Background: an optimization exercise with open tools, aiming at small area, a short achievable clock period and few clock cycles. Do not read the settings as production practice.
Only simulation tests tie the RTL to the original design; equivalence was not proved.

==> inputs of nickel <==
Design conv_engine, start of the top module:
module conv_engine(
    input         clk,
    input         reset,
    input         en_ctrl,
    output [15:0] s_addr,
    output [15:0] w_addr,
    output [15:0] b_addr,
    input  [7:0]  signal,
    input  [7:0]  weight,
    input  [7:0]  bias,
    output [15:0] save_addr,
    output [7:0]  convout,
    output        en_write,
    output        finish
);
    reg        go;           
    reg        done;         
    reg        stall;        
    reg [11:0] sa, wa;       
    reg [2:0]  j;            
    reg [1:0]  c;            
    reg [2:0]  r;            
    reg        inb;          
    reg        jend, rend;   
    reg [4:0]  o, y;         
    reg [3:0]  xp;
    reg        last_out;     
    reg p0, p15, ya, yb, y01;    
    wire [2:0] jpen = (p0 | p15) ? 3'd2 : 3'd4;
    wire [2:0] rpen = ya ? 3'd1 : yb ? 3'd2 : 3'd3;
    wire cend = (c == 2'd2);
  ...
export LEC_CHECK = 0
export CAP_MARGIN = 20
export CORE_MARGIN = 2
export CORE_UTILIZATION = 40
export CTS_CLUSTER_DIAMETER = 200
export CTS_CLUSTER_SIZE = 50
export SLEW_MARGIN = 20
create_clock -name core_clock -period 10.0 [get_ports {clk}]
standard.sh (not shown) runs the stock make flow with config.mk's settings and CLKGATE_MAP_FILE= SYNTH_SCRIPT=/design/flow/synth_recipe.tcl, a recipe that flattens the netlist after the stock synthesis.
==> flow/flow/run.sh <==
#!/bin/bash
set -uo pipefail
MARGIN=$(cat flow/margin 2>/dev/null || echo 7)
bash standard.sh "SETUP_SLACK_MARGIN=$MARGIN" \
    "BUFFER_PORTS_ARGS=-buffer_cell sky130_fd_sc_hd__buf_1" finish > run_make.log 2>&1
status=$?
tail -5 run_make.log
exit $status
==> flow/flow/margin <==
7
==> onyx (differences from nickel) <==
==> flow/flow/run.sh (replaced) <==
#!/bin/bash
set -uo pipefail
MARGIN=$(cat flow/margin 2>/dev/null || echo 7)
EXTRA=()
if [[ -f flow/extra ]]; then
    while IFS= read -r line; do
        [[ -n "$line" ]] && EXTRA+=("$line")
    done < flow/extra
fi
bash standard.sh "SETUP_SLACK_MARGIN=$MARGIN" \
    "BUFFER_PORTS_ARGS=-buffer_cell sky130_fd_sc_hd__buf_1" "${EXTRA[@]}" finish > run_make.log 2>&1
status=$?
tail -5 run_make.log
exit $status
==> flow/flow/extra (new file) <==
SKIP_REPAIR_TIE_FANOUT=1
==> flow/flow/margin (replaced) <==
6.8
==> flow/config.mk (replaced) <==
export PLATFORM = sky130hd
export DESIGN_NAME = conv_engine
export DESIGN_NICKNAME = conv_engine
export VERILOG_FILES = /design/flow/design.v
export SDC_FILE = /design/flow/constraint.sdc
export NUM_CORES = 4
export LEC_CHECK = 0
export CAP_MARGIN = 20
export CORE_MARGIN = 2
export CORE_UTILIZATION = 40
export GPL_TIMING_DRIVEN = 1
export SLEW_MARGIN = 20
==> tundra (differences from nickel) <==
--- a/flow/design.v
+++ b/flow/design.v
@@ -21,14 +21,16 @@
     reg [1:0]  c;            
     reg [2:0]  r;            
     reg        inb;          
     reg        jend, rend;   
     reg [4:0]  o, y;         
     reg [3:0]  xp;
     reg        last_out;     
+    reg first1, b1, ga1, gb1;
+    reg first2, b2, first3, b3, b4, wr_en, w2, lsb, fin;
     reg p0, p15, ya, yb, y01;    
     wire [2:0] jpen = (p0 | p15) ? 3'd2 : 3'd4;
     wire [2:0] rpen = ya ? 3'd1 : yb ? 3'd2 : 3'd3;
     wire cend = (c == 2'd2);
     wire last_pos = p15 & ya & ~y01;
     wire adv = go & ~done & ~stall;
     wire hold = ~inb & jend & cend & rend;
@@ -109,16 +111,14 @@
         | ({12{a_pos & (p0) & (ya)}} & 12'd1736)
         | ({12{a_pos & (p0) & (yb)}} & 12'd1721)
         | ({12{a_pos & (p0) & (~ya & ~yb)}} & 12'd1706)
         | ({12{a_pos & (p15) & (~ya & ~yb)}} & 12'd1712)
         | ({12{a_pos & (p15) & (ya & y01)}} & 12'd1727)
         | ({12{a_pos & (p15) & (yb & y01)}} & 12'd1712)
         | ({12{a_pos & (p15) & (yb & ~y01)}} & 12'd1727);
-    reg first1, b1, ga1, gb1;
-    reg first2, b2, first3, b3, b4, wr_en, w2, lsb, fin;
     always @(posedge clk) begin
         if (reset) begin
             go <= 1'b0;
             done <= 1'b0;
             stall <= 1'b0;
             sa <= 12'd9;
             wa <= 12'd42;
==> flow/flow/run.sh (replaced) <==
#!/bin/bash
set -uo pipefail
MARGIN=$(cat flow/margin 2>/dev/null || echo 7)
EXTRA=()
if [[ -f flow/extra ]]; then
    while IFS= read -r line; do
        [[ -n "$line" ]] && EXTRA+=("$line")
    done < flow/extra
fi
bash standard.sh "SETUP_SLACK_MARGIN=$MARGIN" \
    "BUFFER_PORTS_ARGS=-buffer_cell sky130_fd_sc_hd__buf_1" "${EXTRA[@]}" finish > run_make.log 2>&1
status=$?
tail -5 run_make.log
exit $status
==> flow/flow/extra (new file) <==
SKIP_REPAIR_TIE_FANOUT=1
==> flow/flow/margin (replaced) <==
6.8
==> flow/config.mk (replaced) <==
export PLATFORM = sky130hd
export DESIGN_NAME = conv_engine
export DESIGN_NICKNAME = conv_engine
export VERILOG_FILES = /design/flow/design.v
export SDC_FILE = /design/flow/constraint.sdc
export NUM_CORES = 4
export LEC_CHECK = 0
export CAP_MARGIN = 20
export CORE_MARGIN = 2
export CORE_UTILIZATION = 40
export CTS_BUF_LIST = sky130_fd_sc_hd__clkbuf_8
export SLEW_MARGIN = 20
==> indigo (differences from nickel) <==
==> flow/config.mk (replaced) <==
export PLATFORM = sky130hd
export DESIGN_NAME = conv_engine
export DESIGN_NICKNAME = conv_engine
export VERILOG_FILES = /design/flow/design.v
export SDC_FILE = /design/flow/constraint.sdc
export NUM_CORES = 4
export LEC_CHECK = 0
export CAP_MARGIN = 20
export CORE_MARGIN = 2
export CORE_UTILIZATION = 40
export CTS_BUF_LIST = sky130_fd_sc_hd__clkbuf_8
export CTS_CLUSTER_SIZE = 30
export SLEW_MARGIN = 20
==> notes <==
Register-to-register slack is about the same in onyx and tundra.
Cell count: indigo > nickel > tundra > onyx.
Against onyx, the fmax of indigo is larger by about 2.6%.
Clock skew, highest first: tundra, indigo, nickel, onyx.
Core utilization: tundra < onyx < nickel < indigo.
Worst setup slack: onyx < tundra < indigo < nickel.
Testbench counts of nickel, summed over its fixed seeds: cycles 4,137,219.
Testbench counts of onyx, summed over its fixed seeds: cycles 4,137,219.
Testbench counts of tundra, summed over its fixed seeds: cycles 4,137,219.
Testbench counts of indigo, summed over its fixed seeds: cycles 4,137,219.

[what the ideal ports hide]
The results above use ideal ports. As a check the final layouts listed here were re-extracted and re-timed, cells and wires unchanged. Step 1 assumes that a clkbuf_16 drives the clock port and a buf_2 every other input. Step 2 also shifts input and output timing later by t, the mid clock arrival at the registers, as if the neighbouring blocks saw the same clock. a / b / c = no drivers / after step 1 / after step 2; a / b = the first two.
| run | t, ns | setup WS [ns] | worst register clock-pin slew, ns |
|---|---|---|---|
| nickel | 0.474 | 7.013 / 6.979 / 6.711 | 0.07 / 0.07 |
| onyx | 0.486 | 6.904 / 6.853 / 6.690 | 0.07 / 0.07 |
| tundra | 0.504 | 6.916 / 6.869 / 6.570 | 0.11 / 0.11 |
| indigo | 0.506 | 6.983 / 6.949 / 6.700 | 0.11 / 0.11 |
After both steps setup and hold are still met in every run listed. For tundra, which loses most, drivers alone change the setup slack by -0.047 ns; drivers and shift together by -0.346 ns.
